Context: an optimization exercise on an open-source flow, tuned for small area and a short achievable clock period. The choices shown serve that exercise and are no tape-out recipe.
Only simulation tests tie the RTL to the original design; equivalence was not proved.
Power is estimated from default activity; no workload was simulated.

==> exp/fjord <==
// ALU
module ALU(
    input logic CLK,
    input logic RST,
    input logic ACT,
    input logic[3:0]  OP,
    input logic[1:0]  MOVI,
    input logic[31:0] REG_A,
    input logic[31:0] REG_B,
    input logic[31:0] MEM,
    input logic[31:0] IMM,
    output logic[31:0] DATA,
    output logic       RDY,
    output logic       VLD
);
==> flow/config.mk <==
export PLATFORM = sky130hd
export DESIGN_NAME = ALU
export DESIGN_NICKNAME = ALU
export VERILOG_FILES = /design/flow/design.v
export SDC_FILE = /design/flow/constraint.sdc
export NUM_CORES = 4
export LEC_CHECK = 0
export CAP_MARGIN = 20
export CORE_MARGIN = 2
export CORE_UTILIZATION = 40
export SETUP_SLACK_MARGIN = 2.5
export SLEW_MARGIN = 20
==> flow/constraint.sdc <==
create_clock -name core_clock -period 10.5 [get_ports {CLK}]
set_input_delay 2.1000 -clock core_clock [delete_from_list [all_inputs] [get_ports {CLK}]]
set_output_delay 2.1000 -clock core_clock [all_outputs]
set_load 0.01 [all_outputs]
standard.sh (not shown) runs the stock make flow with config.mk's settings and CLKGATE_MAP_FILE= SYNTH_SCRIPT=/design/flow/synth_recipe.tcl, a recipe that flattens the netlist after the stock synthesis.
==> flow/flow/run.sh <==
#!/bin/bash
# The standard layout, with plain buffers (not delay cells) on the ports.
export BUFFER_PORTS_ARGS="-buffer_cell sky130_fd_sc_hd__buf_2"
bash standard.sh > standard.log 2>&1
==> exp/garnet: changes against exp/fjord <==
--- a/flow/design.v
+++ b/flow/design.v
@@ -10,85 +10,85 @@
     input logic[31:0] IMM,
     output logic[31:0] DATA,
     output logic       RDY,
     output logic       VLD
 );
-    logic        st_first, st_mul1, st_mul2;
+    localparam logic [1:0] INIT = 2'd0, FIRST_STAGE = 2'd1,
+                           MUL_FIRST_STAGE = 2'd2, MUL_SECOND_STAGE = 2'd3;
+    logic [1:0]  state_curr;
     logic [31:0] operand_B;
-    assign RDY = ~(st_first | st_mul1 | st_mul2);
-    assign VLD = ~RDY & ~RST;
+    assign RDY = state_curr == INIT;
+    assign VLD = (state_curr != INIT) & ~RST;
     always_comb begin
         case (MOVI)
             2'b00:   operand_B = REG_B;
             2'b01:   operand_B = MEM;
             2'b10:   operand_B = IMM;
             default: operand_B = '0;
         endcase
     end
     wire is_mul = OP == 4'b0010;
-    wire is_add = OP == 4'b0000;
-    wire is_sub = OP == 4'b0001;
-    wire is_inc = OP == 4'b1110;
-    wire is_dec = OP == 4'b1111;
     wire [31:0] a = REG_A;
-    wire [31:0] b = operand_B;
+    wire [31:0] bm = is_mul ? operand_B : 32'b0;
+    wire addsub = (OP == 4'b0000) | (OP == 4'b0001);
+    wire is_dec = OP == 4'b1111;
     logic [31:0] e1;
     logic        c0;
     always_comb begin
         c0 = 1'b0;
         case (OP)
-            4'b0000: e1 = a;                                            
-            4'b0001: e1 = a;                                            
+            4'b0000: e1 = operand_B;                                    
+            4'b0001: begin e1 = ~operand_B; c0 = 1'b1; end              
             4'b0010: e1 = 32'b0;                                        
-            4'b0011: e1 = {1'b0, b[31:1]};                              
-            4'b0100: e1 = {b[30:0], 1'b0};                              
-            4'b0101: e1 = {b[0], b[31:1]};                              
-            4'b0110: e1 = {b[30:0], b[31]};                             
-            4'b0111: e1 = ~b;                                           
-            4'b1000: e1 = a & b;
-            4'b1001: e1 = a | b;
-            4'b1010: e1 = a ^ b;
-            4'b1011: e1 = ~(a & b);
-            4'b1100: e1 = ~(a | b);
-            4'b1101: e1 = ~(a ^ b);
-            4'b1110: begin e1 = 32'b0; c0 = 1'b1; end                   
-            default: e1 = 32'hFFFF_FFFF;                                
+            4'b0011: e1 = {1'b0, operand_B[31:1]};                      
+            4'b0100: e1 = {operand_B[30:0], 1'b0};                      
+            4'b0101: e1 = {operand_B[0], operand_B[31:1]};              
+            4'b0110: e1 = {operand_B[30:0], operand_B[31]};             
+            4'b0111: e1 = ~operand_B;                                   
+            4'b1000: e1 = a & operand_B;
+            4'b1001: e1 = a | operand_B;
+            4'b1010: e1 = a ^ operand_B;
+            4'b1011: e1 = ~(a & operand_B);
+            4'b1100: e1 = ~(a | operand_B);
+            4'b1101: e1 = ~(a ^ operand_B);
+            4'b1110: begin e1 = operand_B; c0 = 1'b1; end               
+            default: e1 = operand_B;                                    
         endcase
     end
-    wire [33:0] aext = {2'b00, a};
+    wire [33:0] bext = {2'b00, bm};
     wire [32:0] bx [0:15];
     wire [15:0] bneg;
-    wire [32:0] m2 = {b, 1'b0};
-    wire [32:0] m1 = {1'b0, b};
+    wire [32:0] a2 = {a, 1'b0};
+    wire [32:0] a1 = {1'b0, a};
     genvar gi, gj;
     generate
         for (gi = 0; gi < 16; gi = gi + 1) begin : g_booth
-            wire b_hi = aext[2*gi+1];
-            wire b_md = aext[2*gi];
+            wire b_hi = bext[2*gi+1];
+            wire b_md = bext[2*gi];
             wire b_lo;
             if (gi == 0) begin : g_lo0
                 assign b_lo = 1'b0;
             end else begin : g_lon
-                assign b_lo = aext[2*gi-1];
+                assign b_lo = bext[2*gi-1];
             end
             wire one, two;
             if (gi == 0) begin : g_d0
-                assign one = is_mul ? b_md : (is_add | is_sub | is_inc | is_dec);
-                assign two = is_mul & b_hi & ~b_md;
-                assign bneg[gi] = is_mul ? b_hi : is_sub;
+                assign one = b_md | addsub;
+                assign two = b_hi & ~b_md;
+                assign bneg[gi] = b_hi | is_dec;
             end else begin : g_dn
-                assign one = is_mul & (b_md ^ b_lo);
-                assign two = is_mul & ((b_hi & ~b_md & ~b_lo) | (~b_hi & b_md & b_lo));
-                assign bneg[gi] = is_mul & b_hi;
+                assign one = b_md ^ b_lo;
+                assign two = (b_hi & ~b_md & ~b_lo) | (~b_hi & b_md & b_lo);
+                assign bneg[gi] = b_hi;
             end
             for (gj = 0; gj < 33; gj = gj + 1) begin : g_sel
-                assign bx[gi][gj] = ((one & m1[gj]) | (two & m2[gj])) ^ bneg[gi];
+                assign bx[gi][gj] = ((one & a1[gj]) | (two & a2[gj])) ^ bneg[gi];
             end
         end
     endgenerate
-    wire [31:0] bh16 = {32{is_mul & a[31]}} & b;
-    wire negbit0 = bneg[0];
+    wire [31:0] bh16 = {32{bm[31]}} & a;
+    wire negbit0 = bm[1];
     wire s1 = bx[0][22] ^ bx[1][20];
     wire c2 = bx[0][22] & bx[1][20];
     wire s3 = bx[0][23] ^ bx[1][21];
     wire c4 = bx[0][23] & bx[1][21];
     wire s5 = bx[0][24] ^ bx[1][22] ^ bx[2][20];
@@ -1210,21 +1210,22 @@
     wire [63:0] tree_s = {s1119, s1117, s1115, s1113, s1111, s1109, s1107, s1105, s1103, s1101, s1099, s1097, s1095, s1093, s1091, s1089, s1087, s1085, s1083, s1081, s1079, s1077, s1075, s1073, s1071, s1069, s1067, s1065, s1063, s1061, s1059, s1057, s1055, s1053, s1051, s1049, s1047, s1045, s1043, s1041, s1039, s1037, s1035, s1033, s1031, s1029, s1027, s1025, s1023, s1021, s1019, s1017, s1015, s1013, s1011, s1009, s1007, s1005, s1003, s1001, s999, s997, s995, s869};
     wire [63:0] tree_c = {c1118, c1116, c1114, c1112, c1110, c1108, c1106, c1104, c1102, c1100, c1098, c1096, c1094, c1092, c1090, c1088, c1086, c1084, c1082, c1080, c1078, c1076, c1074, c1072, c1070, c1068, c1066, c1064, c1062, c1060, c1058, c1056, c1054, c1052, c1050, c1048, c1046, c1044, c1042, c1040, c1038, c1036, c1034, c1032, c1030, c1028, c1026, c1024, c1022, c1020, c1018, c1016, c1014, c1012, c1010, c1008, c1006, c1004, c1002, c1000, c998, c996, c994, s993};
     logic [31:0] s_lo, c_lo, s_hi, c_hi;
     logic        cy;
     always_ff @(posedge CLK) begin
-        if (RST) begin
-            st_first <= 1'b0;
-            st_mul1  <= 1'b0;
-            st_mul2  <= 1'b0;
-        end else begin
-            st_first <= RDY & ACT & ~is_mul;
-            st_mul1  <= RDY & ACT & is_mul;
-            st_mul2  <= st_mul1;
+        if (RST)
+            state_curr <= INIT;
+        else begin
+            case (state_curr)
+                INIT:             if (ACT) state_curr <= is_mul ? MUL_FIRST_STAGE : FIRST_STAGE;
+                FIRST_STAGE:      state_curr <= INIT;
+                MUL_FIRST_STAGE:  state_curr <= MUL_SECOND_STAGE;
+                default:          state_curr <= INIT;
+            endcase
         end
     end
-    wire sel_hi = st_mul2;
+    wire sel_hi = state_curr == MUL_SECOND_STAGE;
     wire [32:0] osum = {1'b0, sel_hi ? s_hi : s_lo} + {1'b0, sel_hi ? c_hi : c_lo} + {32'b0, sel_hi & cy};
     always_ff @(posedge CLK) begin
         s_lo <= tree_s[31:0];
         c_lo <= tree_c[31:0];
         if (RDY) begin
==> flow/run.sh (new file) <==
#!/bin/bash
# synth_recipe.tcl (not shown) runs the flow's synth.tcl, then flattens the netlist and writes it again
# the make line also repeats each setting of config.mk as NAME=value (left out here)
make -C /OpenROAD-flow-scripts/flow DESIGN_CONFIG=/design/flow/config.mk WORK_HOME=/design/flow/orfs CLKGATE_MAP_FILE= SYNTH_SCRIPT=/design/flow/synth_recipe.tcl finish
--- a/flow/config.mk
+++ b/flow/config.mk
@@ -6,7 +6,7 @@
 export NUM_CORES = 4
 export LEC_CHECK = 0
 export CAP_MARGIN = 20
 export CORE_MARGIN = 2
 export CORE_UTILIZATION = 40
-export SETUP_SLACK_MARGIN = 2.5
+export SETUP_SLACK_MARGIN = 4
 export SLEW_MARGIN = 20
removed: flow/flow/run.sh
removed: flow/standard.sh
==> exp/amber: changes against exp/fjord <==
==> flow/run.sh (new file) <==
#!/bin/bash
# synth_recipe.tcl (not shown) runs the flow's synth.tcl, then flattens the netlist and writes it again
# the make line also repeats each setting of config.mk as NAME=value (left out here)
make -C /OpenROAD-flow-scripts/flow DESIGN_CONFIG=/design/flow/config.mk WORK_HOME=/design/flow/orfs CLKGATE_MAP_FILE= SYNTH_SCRIPT=/design/flow/synth_recipe.tcl finish
removed: flow/flow/run.sh
removed: flow/standard.sh
==> notes.md <==
Count of clock-buffer cells in the layout: exp/garnet is higher than exp/amber (2).
The highest global-route usage belongs to exp/garnet, the lowest to exp/amber.
Between exp/amber and exp/garnet, the lower sequential power is in exp/garnet (gap about 0.6%, measured against exp/garnet).
Hold slack: exp/amber < exp/fjord < exp/garnet.
Critical path depth, highest first: exp/garnet, exp/fjord, exp/amber.
The lowest non-clock buffer count belongs to exp/fjord, the highest to exp/garnet.
Of exp/garnet and exp/amber, exp/amber has the higher flip-flop and latch count (gap 1).
Clock power is about the same in exp/amber and exp/fjord.
exp/fjord finished with timing, DRC and antenna clean. exp/garnet completed without violations. exp/amber finished clean.

==> separate check: timing with driven ports <==
No port has a modelled driver above. Below, the same layouts with a new extraction and two added sets of constraints.
Step 1 assumes that a clkbuf_16 drives the clock port and a buf_2 every other input.
Step 2 times the ports against the registers' clock, not the clock port: input delays grow and output delays shrink by t, the midpoint of the rising clock arrivals with the driver on.
Three values: ideal, step 1, step 2; two values: the first two.
| run | t (ns) | setup slack, ns | worst hold slack (ns) | worst setup path at the end | worst data-port slew with drivers (ns) |
|---|---|---|---|---|---|
| exp/fjord | 0.544 | 2.587 / 2.625 / 2.081 | 0.477 / 0.477 / 0.477 | input to register | 0.08 |
| exp/garnet | 0.583 | 3.582 / 3.597 / 3.014 | 0.648 / 0.648 / 0.648 | input to register | 0.08 |
| exp/amber | 0.544 | 2.629 / 2.663 / 2.118 | 0.469 / 0.469 / 0.469 | input to register | 0.07 |
After both steps setup and hold are still met in every run listed. For exp/garnet, which loses most, drivers alone change the setup slack by +0.015 ns; drivers and shift together by -0.568 ns.
